From an optimization exercise on the open Yosys and OpenROAD flow, aimed at small area; shortcuts taken in it are not production practice. Function was checked by simulation only, so behaviour that the tests miss may differ from the original.

==> run a: inputs <==
==> flow/design.v <==
`timescale 1ns / 1ps
module CPU(
    input clk,
    input rst_n,
    input [7:0] op,
    input [7:0] Data,
    input prog_done,
    output [7:0] pos,
    output [6:0] seg1,
    output [6:0] seg2
);
    wire rst = ~rst_n;
    wire set;
    wire clk_bps;
    keyfilter Setfilter(clk, rst, prog_done, set);
    clkDiv ClkDiv(clk, rst, clk_bps);
    reg [2:0] p;
    always @(posedge clk or posedge rst)
        if (rst) p <= 3'd0;
        else if (clk_bps) p <= p + 3'd1;
    assign pos = 8'b1 << p;
    reg [7:0] R0, R1, R2, R3;
    reg [3:0] PC;
    reg full;                        
    wire [3:0] opc = op[7:4];
    wire exec = set & ~opc[3] & (~opc[2] | (opc[1:0] == 2'b00));
    reg [7:0] rx, ry;
    always @* begin
        case (op[3:2]) 2'd0: rx = R0; 2'd1: rx = R1; 2'd2: rx = R2; default: rx = R3; endcase
        case (op[1:0]) 2'd0: ry = R0; 2'd1: ry = R1; 2'd2: ry = R2; default: ry = R3; endcase
    end
    wire sub = opc[0];
    wire [8:0] s = {1'b0, rx} + {sub, ry ^ {8{sub}}} + {8'd0, sub};
    wire [15:0] prod = rx * ry;
    reg [15:0] wdata;
    always @* begin
        case (opc[2:0])
            3'd0: wdata = {8'd0, Data};
            3'd1: wdata = {8'd0, ry};
            3'd2: wdata = {7'd0, s};
            3'd3: wdata = {{7{s[8]}}, s};
            default: wdata = prod;
        endcase
    end
    wire wr_reg = exec & ~opc[2];
    always @(posedge clk or posedge rst)
        if (rst) begin
            R0 <= 8'd0; R1 <= 8'd0; R2 <= 8'd0; R3 <= 8'd0;
            PC <= 4'd0;
            full <= 1'b0;
        end else if (exec) begin
            PC <= PC + 4'd1;
            if (PC == 4'd15) full <= 1'b1;
            if (wr_reg) begin
                case (op[3:2])
                    2'd0: R0 <= wdata[7:0];
                    2'd1: R1 <= wdata[7:0];
                    2'd2: R2 <= wdata[7:0];
                    default: R3 <= wdata[7:0];
                endcase
            end
        end
    reg [15:0] dict [1:15];
    genvar k;
    generate
        for (k = 1; k < 16; k = k + 1) begin : g_dict
            always @(posedge clk)
                if (exec && PC == k - 1)
                    dict[k] <= wdata;
        end
    endgenerate
    wire [3:0] a = op[3:0];
    wire valid = (a != 4'd0) & (full | (a <= PC));
    reg [15:0] v;
    integer i;
    always @* begin
        v = 16'd0;
        for (i = 1; i < 16; i = i + 1)
            if (a == i) v = dict[i];
        if (!valid) v = 16'd0;
    end
    function [19:0] bin2bcd(input [15:0] b);
        integer x, y;
        reg [35:0] t;
        begin
            t = {20'd0, b};
            for (x = 0; x < 16; x = x + 1) begin
                for (y = 0; y < 5; y = y + 1)
                    if (t[16 + 4*y +: 4] >= 4'd5) t[16 + 4*y +: 4] = t[16 + 4*y +: 4] + 4'd3;
                t = t << 1;
            end
            bin2bcd = t[35:16];
        end
    endfunction
    wire [19:0] bcd = bin2bcd(v);
    reg [3:0] dig;
    always @* begin
        case (p)
            3'd0: dig = bcd[3:0];
            3'd1: dig = bcd[7:4];
            3'd2: dig = bcd[11:8];
            3'd3: dig = bcd[15:12];
            3'd4: dig = bcd[19:16];
            3'd5: dig = (a >= 4'd10) ? a - 4'd10 : a;
            3'd6: dig = {3'd0, a >= 4'd10};
            default: dig = 4'd0;
        endcase
    end
    reg [3:0] num;
    always @(posedge clk or posedge rst)
        if (rst) num <= 4'd0;
        else num <= (opc == 4'b1111) ? dig : 4'd0;
    segMsg segMsg(clk, num, p[2], seg1, seg2);
endmodule
`timescale 1ns / 1ps
module keyfilter(
    input   wire  clk,
    input   wire  rst,
    input   wire  key_in,
    output  reg   key_flag
);
    reg [2:0] cnt_10ms;
    always @ (posedge clk or posedge rst) begin
        if(rst)
            cnt_10ms <= 3'd0;
        else if(!key_in)
            cnt_10ms <= 3'd0;
        else if(cnt_10ms != 3'd4)
            cnt_10ms <= cnt_10ms + 1'b1;
    end
    always @ (posedge clk or posedge rst) begin
        if(rst)
            key_flag <= 1'b0;
        else
            key_flag <= cnt_10ms == 3'd3;
    end
endmodule
`timescale 1ns / 1ps
module clkDiv (
    input  wire clk,
    input  wire rst,
    output wire clk_bps
);
    reg [3:0] cnt;
    always @(posedge clk)
        if (rst)
            cnt <= 4'd0;
        else if (cnt == 4'd10)
            cnt <= 4'd1;
        else
            cnt <= cnt + 4'd1;
    assign clk_bps = cnt == 4'd10;
endmodule
module segMsg(
    input clk,
    input [3:0] show,
    input hi,                
    output reg [6:0] seg1,
    output reg [6:0] seg2
);
    reg [6:0] pat;
    always @* begin
        case (show)
            4'd1: pat = 7'b0000110;
            4'd2: pat = 7'b1011011;
            4'd3: pat = 7'b1001111;
            4'd4: pat = 7'b1100110;
            4'd5: pat = 7'b1101101;
            4'd6: pat = 7'b1111101;
            4'd7: pat = 7'b0000111;
            4'd8: pat = 7'b1111111;
            4'd9: pat = 7'b1101111;
            default: pat = 7'b0111111;
        endcase
    end
    always @(posedge clk) begin
        if (!hi) seg1 <= pat;
        else     seg2 <= pat;
    end
endmodule
==> flow/run.sh <==
#!/bin/bash
# synth_recipe.tcl (not shown) runs the flow's synth.tcl, then flattens the netlist and writes it again
# the make line also repeats each setting of config.mk as NAME=value (left out here)
make -C /OpenROAD-flow-scripts/flow DESIGN_CONFIG=/design/flow/config.mk WORK_HOME=/design/flow/orfs CLKGATE_MAP_FILE= SYNTH_SCRIPT=/design/flow/synth_recipe.tcl finish
==> flow/config.mk <==
export PLATFORM = sky130hd
export DESIGN_NAME = CPU
export DESIGN_NICKNAME = CPU
export VERILOG_FILES = /design/flow/design.v
export SDC_FILE = /design/flow/constraint.sdc
export NUM_CORES = 4
export LEC_CHECK = 0
export ABC_AREA = 1
export CAP_MARGIN = 20
export CORE_MARGIN = 2
export CORE_UTILIZATION = 40
export SLEW_MARGIN = 20
==> flow/constraint.sdc <==
create_clock -name core_clock -period 150.0 [get_ports {clk}]
set_input_delay 30.0000 -clock core_clock [delete_from_list [all_inputs] [get_ports {clk}]]
set_output_delay 30.0000 -clock core_clock [all_outputs]
set_load 0.01 [all_outputs]
==> run b: changes against run a <==
--- a/flow/design.v
+++ b/flow/design.v
@@ -31,7 +31,34 @@
     end
     wire sub = opc[0];
     wire [8:0] s = {1'b0, rx} + {sub, ry ^ {8{sub}}} + {8'd0, sub};
-    wire [15:0] prod = rx * ry;
+    wire [15:0] prod;
+    wire [7:0] ms [0:7];
+    wire [7:0] mc [0:7];
+    assign ms[0] = rx & {8{ry[0]}};
+    assign mc[0] = 8'd0;
+    assign prod[0] = ms[0][0];
+    genvar mi, mj;
+    generate
+        for (mi = 1; mi < 8; mi = mi + 1) begin : g_mrow
+            for (mj = 0; mj < 8; mj = mj + 1) begin : g_mcol
+                wire a_in = (mj == 7) ? 1'b0 : ms[mi-1][mj+1];
+                wire b_in = rx[mj] & ry[mi];
+                wire c_in = mc[mi-1][mj];
+                assign ms[mi][mj] = a_in ^ b_in ^ c_in;
+                assign mc[mi][mj] = (a_in & b_in) | (a_in & c_in) | (b_in & c_in);
+            end
+            assign prod[mi] = ms[mi][0];
+        end
+    endgenerate
+    wire [7:0] mcc;
+    wire [7:0] mss = {1'b0, ms[7][7:1]};
+    generate
+        for (mj = 0; mj < 8; mj = mj + 1) begin : g_mfin
+            wire ci = (mj == 0) ? 1'b0 : mcc[mj-1];
+            assign prod[8+mj] = mss[mj] ^ mc[7][mj] ^ ci;
+            assign mcc[mj] = (mss[mj] & mc[7][mj]) | (mss[mj] & ci) | (mc[7][mj] & ci);
+        end
+    endgenerate
     reg [15:0] wdata;
     always @* begin
         case (opc[2:0])
@@ -79,14 +106,26 @@
             if (a == i) v = dict[i];
         if (!valid) v = 16'd0;
     end
+    function [3:0] add3(input [3:0] i);
+        case (i)
+            4'd5: add3 = 4'd8;
+            4'd6: add3 = 4'd9;
+            4'd7: add3 = 4'd10;
+            4'd8: add3 = 4'd11;
+            4'd9: add3 = 4'd12;
+            4'd10, 4'd11, 4'd12, 4'd13, 4'd14, 4'd15: add3 = 4'bxxxx;
+            default: add3 = i;
+        endcase
+    endfunction
     function [19:0] bin2bcd(input [15:0] b);
         integer x, y;
         reg [35:0] t;
         begin
             t = {20'd0, b};
             for (x = 0; x < 16; x = x + 1) begin
-                for (y = 0; y < 5; y = y + 1)
-                    if (t[16 + 4*y +: 4] >= 4'd5) t[16 + 4*y +: 4] = t[16 + 4*y +: 4] + 4'd3;
+                for (y = 0; y < 4; y = y + 1)
+                    if (x >= 3 + 3*y + (y == 3))
+                        t[16 + 4*y +: 4] = add3(t[16 + 4*y +: 4]);
                 t = t << 1;
             end
             bin2bcd = t[35:16];
@@ -155,12 +194,16 @@
     input clk,
     input [3:0] show,
     input hi,                
-    output reg [6:0] seg1,
-    output reg [6:0] seg2
-);
-    reg [6:0] pat;
-    always @* begin
-        case (show)
+    output [6:0] seg1,
+    output [6:0] seg2
+);
+    reg [3:0] d1, d2;
+    always @(posedge clk) begin
+        if (!hi) d1 <= show;
+        else     d2 <= show;
+    end
+    function [6:0] pat(input [3:0] d);
+        case (d)
             4'd1: pat = 7'b0000110;
             4'd2: pat = 7'b1011011;
             4'd3: pat = 7'b1001111;
@@ -170,11 +213,10 @@
             4'd7: pat = 7'b0000111;
             4'd8: pat = 7'b1111111;
             4'd9: pat = 7'b1101111;
-            default: pat = 7'b0111111;
-        endcase
-    end
-    always @(posedge clk) begin
-        if (!hi) seg1 <= pat;
-        else     seg2 <= pat;
-    end
-endmodule
+            4'd0: pat = 7'b0111111;
+            default: pat = 7'bxxxxxxx;
+        endcase
+    endfunction
+    assign seg1 = pat(d1);
+    assign seg2 = pat(d2);
+endmodule
--- a/flow/config.mk
+++ b/flow/config.mk
@@ -9,4 +9,5 @@
 export CAP_MARGIN = 20
 export CORE_MARGIN = 2
 export CORE_UTILIZATION = 40
+export CTS_BUF_LIST = sky130_fd_sc_hd__clkbuf_4
 export SLEW_MARGIN = 20
==> qor summary <==
quantity	run a	run b
# nets final	2275	2167
Share of final layout cell area taken by non-clock buffers	2.72%	3.17%
First-pass GRT wire length	72.3 mm	73.0 mm
Area taken by flip-flops and latches	0.00891 mm2	0.00901 mm2
Result of the run	finished clean	finished clean
Worst setup timing slack at the placement stage	108.09 ns	110.88 ns
Fraction of standard cell area in multi-input logic	41.8%	37.4%
Total placed instance area	0.0202 mm2	0.0188 mm2
Register-to-Register Setup Slack	138.94 ns	141.79 ns
Number of standard cells in the final layout excluding fillers	2740	2700
Number of flops mapped to enable cells by yosys	254	248
Critical Path End	num[2]$_DFF_PN0_	dict[11][14]$_DFFE_PP_
Synth Instances	2051	1937

[port drivers added, routing unchanged]
Ports are ideal in the flow. The routed layouts listed here were re-timed in OpenROAD.
Step 1 assumes that a clkbuf_16 drives the clock port and a buf_2 every other input.
Step 2 times the ports against the registers' clock, not the clock port: input delays grow and output delays shrink by t, the midpoint of the rising clock arrivals with the driver on.
a / b / c = ideal / step 1 / step 2; a / b = the first two.
| run | shift t [ns] | setup WS [ns] | hold slack, ns | worst data-port slew with drivers (ns) | cell pins on the clock port's net |
|---|---|---|---|---|---|
| run a | 0.610 | 108.557 / 108.534 / 107.924 | 0.469 / 0.469 / 0.469 | 0.07 | 1 |
| run b | 0.750 | 111.562 / 111.557 / 110.807 | 0.473 / 0.473 / 0.473 | 0.05 | 1 |
After both steps setup and hold are still met in every run listed. The setup slack of run b, which loses most, moves by -0.005 ns with the drivers and by -0.755 ns with both steps.
